Context: an optimization exercise on an open-source flow, tuned for small area. The choices shown serve that exercise and are no tape-out recipe.
At most, simulation tests tie the RTL to the original design; equivalence was not proved.

==> job 8115: inputs <==
==> flow/design.v <==
module distortion (
    input  wire signed [15:0] in_sample,
    input  wire [1:0]         mode,
    input  wire               en,
    output reg  [15:0]        v,
    output wire               neg,
    output reg                sh_neg,
    output reg  [1:0]         sh_amt
);
    wire [15:0] x = in_sample;
    wire        s = x[15];
    wire [14:0] u = x[14:0] ^ {15{s}};    
    function le_s;
        input [14:0] v;
        input [14:0] c;
        input        sg;
        integer i;
        reg r;
        reg [14:0] c1;
        begin
            c1 = c - 15'd1;
            r = 1'b1;
            for (i = 0; i < 15; i = i + 1)
                if (c[i] & c1[i])         r = ~v[i] | r;
                else if (!c[i] && !c1[i]) r = ~v[i] & r;
                else if (c[i])            r = sg ? (~v[i] & r) : (~v[i] | r);
                else                      r = sg ? (~v[i] | r) : (~v[i] & r);
            le_s = r;
        end
    endfunction
    wire m0    = (mode == 2'd0);
    wire pass  = en & ~(mode == 2'd0 ? le_s(u, 15'd255, s) :
                        mode == 2'd1 ? le_s(u, 15'd511, s) :
                        mode == 2'd2 ? le_s(u, 15'd767, s) :
                                       le_s(u, 15'd1023, s));
    wire lin_c = mode == 2'd1 ? le_s(u, 15'd10000, s) :
                 mode == 2'd2 ? le_s(u, 15'd3375, s)  :
                                le_s(u, 15'd1125, s);
    wire mid_c = mode == 2'd1 ? le_s(u, 15'd20000, s) :
                 mode == 2'd2 ? le_s(u, 15'd6750, s)  :
                                le_s(u, 15'd2250, s);
    wire z    = pass & m0;
    wire lin  = pass & ~m0 & lin_c;
    wire mid  = pass & ~m0 & ~lin_c & mid_c;
    wire flat = pass & ~m0 & ~mid_c;
    reg [15:0] k;
    always @(*) begin
        k = 16'd0;
        if (mid)
            case (mode)
                2'd1:    k = 16'd29999;
                2'd2:    k = 16'd10125;
                default: k = 16'd3375;
            endcase
        else if (flat)
            case (mode)
                2'd1:    k = 16'd24999;
                2'd2:    k = 16'd16874;
                default: k = 16'd11249;
            endcase
    end
    wire [15:0] a = {1'b0, u & {15{z | lin | mid}}};
    integer i;
    reg c;
    always @(*) begin
        c = (mid & (mode == 2'd1) | flat) & ~s;
        for (i = 0; i < 16; i = i + 1) begin
            v[i] = a[i] ^ k[i] ^ c;
            c = a[i] & k[i] | a[i] & c | k[i] & c;
        end
    end
    assign neg = s & pass;
    always @(*) begin
        sh_neg = mid & (mode == 2'd1);
        if (lin)
            sh_amt = mode;
        else if (mid & (mode == 2'd3))
            sh_amt = 2'd1;
        else
            sh_amt = 2'd0;
    end
endmodule
module pedal_audio(
    input  wire        AUD_BCLK,
    input  wire        reset,
    input  wire [1:0]  SW,
    input  wire        AUD_ADCLRCK,
    input  wire        AUD_ADCDAT,
    output wire        AUD_DACLRCK,
    output wire        AUD_DACDAT
);
    reg [1:0] mode_bclk_ff1, mode_bclk_ff2;
    always @(posedge AUD_BCLK) begin
        mode_bclk_ff1 <= SW;
        mode_bclk_ff2 <= mode_bclk_ff1;
    end
    reg        lrclk_prev;
    reg [4:0]  bit_count;
    reg [16:0] cur;
    reg [15:0] oth;
    reg        oth_ok;
    reg        sh_neg;
    reg        neg;
    reg [1:0]  sh_amt;
    reg        dacdat;
    wire boundary = AUD_ADCLRCK ^ lrclk_prev;
    wire load     = boundary | reset;
    wire [15:0] d_v;
    wire        d_neg, d_sh_neg;
    wire [1:0]  d_sh_amt;
    distortion u_dist (
        .in_sample(oth),
        .mode(mode_bclk_ff2),
        .en(oth_ok & ~reset),
        .v(d_v),
        .neg(d_neg),
        .sh_neg(d_sh_neg),
        .sh_amt(d_sh_amt)
    );
    reg tap, late;
    always @(*) begin
        case (sh_amt)
            2'd0: tap = cur[15];
            2'd1: tap = cur[14];
            2'd2: tap = cur[13];
            default: tap = cur[12];
        endcase
        if (sh_neg)
            tap = cur[16];
        case (sh_amt)
            2'd0: late = 1'b0;
            2'd1: late = (bit_count[3:0] == 4'd15);
            2'd2: late = (bit_count[3:1] == 3'd7);
            default: late = (bit_count[3:2] == 2'd3) & (bit_count[1] | bit_count[0]);
        endcase
        if (sh_neg)
            late = 1'b0;
    end
    wire        c_shift = ~load & ~bit_count[4];
    wire        c_hold  = ~load & bit_count[4];
    wire [16:0] cur_next = ({17{load}} & {1'b0, d_v})
                         | ({17{c_shift}} & {cur[15:0], AUD_ADCDAT})
                         | ({17{c_hold}} & cur);
    always @(posedge AUD_BCLK) begin
        lrclk_prev <= AUD_ADCLRCK & ~reset;
        if (load)
            bit_count <= 5'd0;
        else if (!bit_count[4])
            bit_count <= {bit_count[4] | (&bit_count[3:0]),
                          bit_count[3] ^ (&bit_count[2:0]),
                          bit_count[2] ^ (&bit_count[1:0]),
                          bit_count[1] ^ bit_count[0],
                          ~bit_count[0]};
        cur <= cur_next;
        if (boundary)
            oth <= cur[15:0];
        if (reset)
            oth_ok <= 1'b0;
        else if (boundary)
            oth_ok <= bit_count[4];
        if (load) begin
            neg    <= d_neg;
            sh_neg <= d_sh_neg;
            sh_amt <= d_sh_amt;
        end
        if (load)
            dacdat <= 1'b0;
        else
            dacdat <= (tap ^ neg) & ~late & ~bit_count[4];
    end
    assign AUD_DACDAT  = dacdat;
    assign AUD_DACLRCK = AUD_ADCLRCK;
endmodule
==> flow/flow/run.sh <==
#!/bin/bash
# Own layout flow: the standard flow (standard.sh), with
#  * area-only ABC mapping in synthesis (flow/abc_area_only.tcl),
#  * the smallest buffer on each port,
#  * clock tree synthesis without dummy loads.
# Each step's full output is in orfs/logs/; make's output is in flow_make.log.
set -euo pipefail
W=$(pwd)
F=$W/flow
export AREA_ABC_SCRIPT=$F/area.script
cat $F/abc_area_only.tcl $W/synth_recipe.tcl > $W/area_synth.tcl
sed "s#$W/synth_recipe.tcl#$W/area_synth.tcl#g" $W/standard.sh > $W/area_standard.sh
grep -q area_synth.tcl $W/area_standard.sh
cat >> $W/config.mk <<'EOC'
export BUFFER_PORTS_ARGS = -buffer_cell sky130_fd_sc_hd__buf_1
export CTS_ARGS = -sink_clustering_enable -repair_clock_nets -dont_use_dummy_load -buf_list sky130_fd_sc_hd__clkbuf_2 -root_buf sky130_fd_sc_hd__clkbuf_8
EOC
bash $W/area_standard.sh > $W/flow_make.log 2>&1
==> flow/flow/abc_area_only.tcl <==
# Area-only technology mapping. ABC gets flow/area.script (plain area
# mapping) in place of ORFS's script, which also buffers and upsizes gates
# for speed; the clock period here leaves a wide margin. Full and half adders
# are not extracted into fixed fa/ha cells first, so ABC maps that logic
# with the rest. Everything else in the standard synthesis is unchanged, so
# the registers keep their names and cell types.
unset -nocomplain ::env(ADDER_MAP_FILE)
proc abc {args} {
  set i [lsearch -exact $args -script]
  if { $i >= 0 } {
    set args [lreplace $args [expr {$i + 1}] [expr {$i + 1}] $::env(AREA_ABC_SCRIPT)]
  }
  set j [lsearch -exact $args -D]
  if { $j >= 0 } {
    set args [lreplace $args $j [expr {$j + 1}]]
  }
  yosys abc {*}$args
}
==> flow/flow/area.script <==
strash
dch
amap
topo
==> flow/standard.sh <==
#!/bin/bash
# synth_recipe.tcl (not shown) runs the flow's synth.tcl, then flattens the netlist and writes it again
# the make line also repeats each setting of config.mk as NAME=value (left out here)
make -C /OpenROAD-flow-scripts/flow DESIGN_CONFIG=/design/flow/config.mk WORK_HOME=/design/flow/orfs CLKGATE_MAP_FILE= SYNTH_SCRIPT=/design/flow/synth_recipe.tcl "${@:-finish}"
==> flow/config.mk <==
export PLATFORM = sky130hd
export DESIGN_NAME = pedal_audio
export DESIGN_NICKNAME = pedal_audio
export VERILOG_FILES = /design/flow/design.v
export SDC_FILE = /design/flow/constraint.sdc
export NUM_CORES = 4
export LEC_CHECK = 0
export ABC_AREA = 1
export CAP_MARGIN = 20
export CORE_MARGIN = 2
export CORE_UTILIZATION = 40
export SLEW_MARGIN = 20
export BUFFER_PORTS_ARGS = -buffer_cell sky130_fd_sc_hd__buf_1
export CTS_ARGS = -sink_clustering_enable -repair_clock_nets -dont_use_dummy_load -buf_list sky130_fd_sc_hd__clkbuf_2 -root_buf sky130_fd_sc_hd__clkbuf_8
==> flow/constraint.sdc <==
create_clock -name core_clock -period 20.0 [get_ports {AUD_BCLK}]
set_input_delay 4.0000 -clock core_clock [delete_from_list [all_inputs] [get_ports {AUD_BCLK}]]
set_output_delay 4.0000 -clock core_clock [all_outputs]
set_load 0.01 [all_outputs]
==> inputs of job 9295, as changes to job 8115 <==
--- a/flow/flow/run.sh
+++ b/flow/flow/run.sh
@@ -15,3 +15,3 @@
 export BUFFER_PORTS_ARGS = -buffer_cell sky130_fd_sc_hd__buf_1
-export CTS_ARGS = -sink_clustering_enable -repair_clock_nets -dont_use_dummy_load -buf_list sky130_fd_sc_hd__clkbuf_2 -root_buf sky130_fd_sc_hd__clkbuf_8
+export CTS_ARGS = -repair_clock_nets -dont_use_dummy_load -buf_list sky130_fd_sc_hd__clkbuf_16 -root_buf sky130_fd_sc_hd__clkbuf_16
 EOC
Settings changed: CTS_ARGS -sink_clustering_enable -repair_clock_nets -dont_use_dummy_load -buf_list sky130_fd_sc_hd__clkbuf_2 -root_buf sky130_fd_sc_hd__clkbuf_8 to -repair_clock_nets -dont_use_dummy_load -buf_list sky130_fd_sc_hd__clkbuf_16 -root_buf sky130_fd_sc_hd__clkbuf_16.
==> inputs of job 448, as changes to job 8115 <==
==> flow/design.v, changed modules only <==
module distortion (
    input  wire signed [15:0] in_sample,
    input  wire [1:0]         mode,
    input  wire               en,
    output reg  [15:0]        v,        
    output wire               v16,      
    output reg                sh_neg,   
    output reg  [1:0]         sh_amt    
);
    wire [15:0] x = in_sample;
    wire        s = x[15];
    wire [14:0] u = x[14:0] ^ {15{s}};    
    function lev;
        input [14:0] a;
        input [14:0] c;
        integer i;
        reg r;
        begin
            r = 1'b1;
            for (i = 0; i < 15; i = i + 1)
                r = c[i] ? (~a[i] | r) : (~a[i] & r);
            lev = r;
        end
    endfunction
    reg [14:0] cg, cl, cm;
    always @(*) begin
        case ({mode, s})
            3'b000: begin cg = 15'd255;  cl = 15'd0;     cm = 15'd0;     end
            3'b001: begin cg = 15'd254;  cl = 15'd0;     cm = 15'd0;     end
            3'b010: begin cg = 15'd511;  cl = 15'd10000; cm = 15'd20000; end
            3'b011: begin cg = 15'd510;  cl = 15'd9999;  cm = 15'd19999; end
            3'b100: begin cg = 15'd767;  cl = 15'd3375;  cm = 15'd6750;  end
            3'b101: begin cg = 15'd766;  cl = 15'd3374;  cm = 15'd6749;  end
            3'b110: begin cg = 15'd1023; cl = 15'd1125;  cm = 15'd2250;  end
            default: begin cg = 15'd1022; cl = 15'd1124; cm = 15'd2249;  end
        endcase
    end
    function le_s;
        input [14:0] v;
        input [14:0] c;
        input        sg;
        integer i;
        reg r;
        reg [14:0] c1;
        begin
            c1 = c - 15'd1;
            r = 1'b1;
            for (i = 0; i < 15; i = i + 1)
                if (c[i] & c1[i])        r = ~v[i] | r;
                else if (!c[i] && !c1[i]) r = ~v[i] & r;
                else if (c[i])           r = sg ? (~v[i] & r) : (~v[i] | r);
                else                     r = sg ? (~v[i] | r) : (~v[i] & r);
            le_s = r;
        end
    endfunction
    wire m0    = (mode == 2'd0);
    wire pass  = en & ~(mode==0 ? le_s(u,15'd255,s) : mode==1 ? le_s(u,15'd511,s) : mode==2 ? le_s(u,15'd767,s) : le_s(u,15'd1023,s));
    wire lin_c = mode==1 ? le_s(u,15'd10000,s) : mode==2 ? le_s(u,15'd3375,s) : le_s(u,15'd1125,s);
    wire mid_c = mode==1 ? le_s(u,15'd20000,s) : mode==2 ? le_s(u,15'd6750,s) : le_s(u,15'd2250,s);
    wire z    = pass & m0;
    wire lin  = pass & ~m0 & lin_c;
    wire mid  = pass & ~m0 & ~lin_c & mid_c;
    wire flat = pass & ~m0 & ~mid_c;
    reg [15:0] k;
    always @(*) begin
        k = 16'd0;
        if (mid)
            case (mode)
                2'd1:    k = s ? -16'sd29999 : 16'sd30000;
                2'd2:    k = s ? -16'sd10125 : 16'sd10125;
                default: k = s ? -16'sd3375  : 16'sd3375;
            endcase
        else if (flat)
            case (mode)
                2'd1:    k = s ? -16'sd25000 : 16'sd25000;
                2'd2:    k = s ? -16'sd16875 : 16'sd16875;
                default: k = s ? -16'sd11250 : 16'sd11250;
            endcase
    end
    wire [15:0] a = x & {16{z | lin | mid}};
    integer i;
    reg c;
    always @(*) begin
        c = 1'b0;
        for (i = 0; i < 16; i = i + 1) begin
            v[i] = a[i] ^ k[i] ^ c;
            c = a[i] & k[i] | a[i] & c | k[i] & c;
        end
    end
    assign v16 = s & mid;
    always @(*) begin
        sh_neg = mid & (mode == 2'd1);
        if (lin)
            sh_amt = mode;
        else if (mid & (mode == 2'd3))
            sh_amt = 2'd1;
        else
            sh_amt = 2'd0;
    end
endmodule
module pedal_audio(
    input  wire        AUD_BCLK,
    input  wire        reset,
    input  wire [1:0]  SW,
    input  wire        AUD_ADCLRCK,
    input  wire        AUD_ADCDAT,
    output wire        AUD_DACLRCK,
    output wire        AUD_DACDAT
);
    reg [1:0] mode_bclk_ff1, mode_bclk_ff2;
    always @(posedge AUD_BCLK) begin
        mode_bclk_ff1 <= SW;
        mode_bclk_ff2 <= mode_bclk_ff1;
    end
    reg        lrclk_prev;
    reg [4:0]  bit_count;
    reg [16:0] cur;
    reg [15:0] oth;
    reg        oth_ok;
    reg        sh_neg;
    reg [1:0]  sh_amt;
    reg        dacdat;
    wire boundary = AUD_ADCLRCK ^ lrclk_prev;
    wire load     = boundary | reset;
    wire [15:0] d_v;
    wire        d_v16, d_sh_neg;
    wire [1:0]  d_sh_amt;
    distortion u_dist (
        .in_sample(oth),
        .mode(mode_bclk_ff2),
        .en(oth_ok & ~reset),
        .v(d_v),
        .v16(d_v16),
        .sh_neg(d_sh_neg),
        .sh_amt(d_sh_amt)
    );
    reg tap, late;
    always @(*) begin
        case (sh_amt)
            2'd0: tap = cur[15];
            2'd1: tap = cur[14];
            2'd2: tap = cur[13];
            default: tap = cur[12];
        endcase
        if (sh_neg)
            tap = cur[16];
        case (sh_amt)
            2'd0: late = 1'b0;
            2'd1: late = (bit_count[3:0] == 4'd15);
            2'd2: late = (bit_count[3:1] == 3'd7);
            default: late = (bit_count[3:2] == 2'd3) & (bit_count[1] | bit_count[0]);
        endcase
        if (sh_neg)
            late = 1'b0;
    end
    always @(posedge AUD_BCLK) begin
        lrclk_prev <= AUD_ADCLRCK & ~reset;
        if (load)
            bit_count <= 5'd0;
        else if (!bit_count[4])
            bit_count <= {bit_count[4] | (&bit_count[3:0]),
                          bit_count[3] ^ (&bit_count[2:0]),
                          bit_count[2] ^ (&bit_count[1:0]),
                          bit_count[1] ^ bit_count[0],
                          ~bit_count[0]};
        if (load)
            cur <= {d_v16, d_v};
        else if (!bit_count[4])
            cur <= {cur[15:0], AUD_ADCDAT};
        if (boundary)
            oth <= cur[15:0];
        if (reset)
            oth_ok <= 1'b0;
        else if (boundary)
            oth_ok <= bit_count[4];
        if (load) begin
            sh_neg <= d_sh_neg;
            sh_amt <= d_sh_amt;
        end
        if (load)
            dacdat <= 1'b0;
        else
            dacdat <= tap & ~late & ~bit_count[4];
    end
    assign AUD_DACDAT  = dacdat;
    assign AUD_DACLRCK = AUD_ADCLRCK;
endmodule
==> flow/run.sh (new file) <==
#!/bin/bash
# synth_recipe.tcl (not shown) runs the flow's synth.tcl, then flattens the netlist and writes it again
# the make line also repeats each setting of config.mk as NAME=value (left out here)
make -C /OpenROAD-flow-scripts/flow DESIGN_CONFIG=/design/flow/config.mk WORK_HOME=/design/flow/orfs CLKGATE_MAP_FILE= SYNTH_SCRIPT=/design/flow/synth_recipe.tcl finish
Settings changed: BUFFER_PORTS_ARGS -buffer_cell sky130_fd_sc_hd__buf_1 to not set, CTS_ARGS -sink_clustering_enable -repair_clock_nets -dont_use_dummy_load -buf_list sky130_fd_sc_hd__clkbuf_2 -root_buf sky130_fd_sc_hd__clkbuf_8 to not set, CTS_BUF_LIST set to sky130_fd_sc_hd__clkbuf_4 sky130_fd_sc_hd__clkbuf_8.
removed: flow/flow/run.sh
removed: flow/flow/abc_area_only.tcl
removed: flow/flow/area.script
removed: flow/standard.sh
==> flow_summary.ini <==
[worst_setup_path]
cp_max_fo = 11
crit_path_start = reset

[cells_and_area]
multi_input_area_share_pct = 47.49
seq_area_share_pct = 37.26
nets = 424

[placement]
pre_cts_slack_ps = 8857

[outcome]
status = timing/DRC/antenna clean

[timing]
max_freq_mhz = 92.63
The numbers above come from job 448.

==> flow_summary.ini <==
[outcome]
status = timing/DRC/antenna clean

[cells_and_area]
nets = 345
seq_area_share_pct = 41.99
multi_input_area_share_pct = 46.26

[worst_setup_path]
cp_max_fo = 4

[timing]
max_freq_mhz = 119.5
The numbers above come from job 8115.

==> flow_summary.ini <==
[outcome]
status = timing/DRC/antenna clean

[placement]
pre_cts_slack_ps = 11410

[worst_setup_path]
cp_max_fo = 7
crit_path_start = reset

[cells_and_area]
multi_input_area_share_pct = 45.36
seq_area_share_pct = 41.17

[timing]
max_freq_mhz = 119.1
The numbers above come from job 9295.

The RTL of job 448 was laid out without a check of its function.

## port drivers added, routing unchanged
No port has a modelled driver above. Below, the same layouts with a new extraction and two added sets of constraints. Step 1 (the two cells are an assumption about what drives the block):
set clk [get_ports {AUD_BCLK}]
set_driving_cell -lib_cell sky130_fd_sc_hd__clkbuf_16 $clk
set_driving_cell -lib_cell sky130_fd_sc_hd__buf_2 [delete_from_list [all_inputs] $clk]
Step 2 times the ports against the registers' clock, not the clock port: input delays grow and output delays shrink by t, the midpoint of the rising clock arrivals with the driver on. Slacks: ideal ports / drivers / drivers and shift; pairs: ideal ports / drivers.
run	t, ns	setup WS [ns]	worst setup path at the end
job 8115	0.323	11.628 / 11.600 / 11.331	input to register
job 9295	0.313	11.604 / 11.602 / 11.301	input to register
job 448	0.327	9.204 / 9.213 / 8.886	input to register
After both steps every run listed still meets setup and hold. For job 448, which loses most, drivers alone change the setup slack by +0.009 ns; drivers and shift together by -0.318 ns.
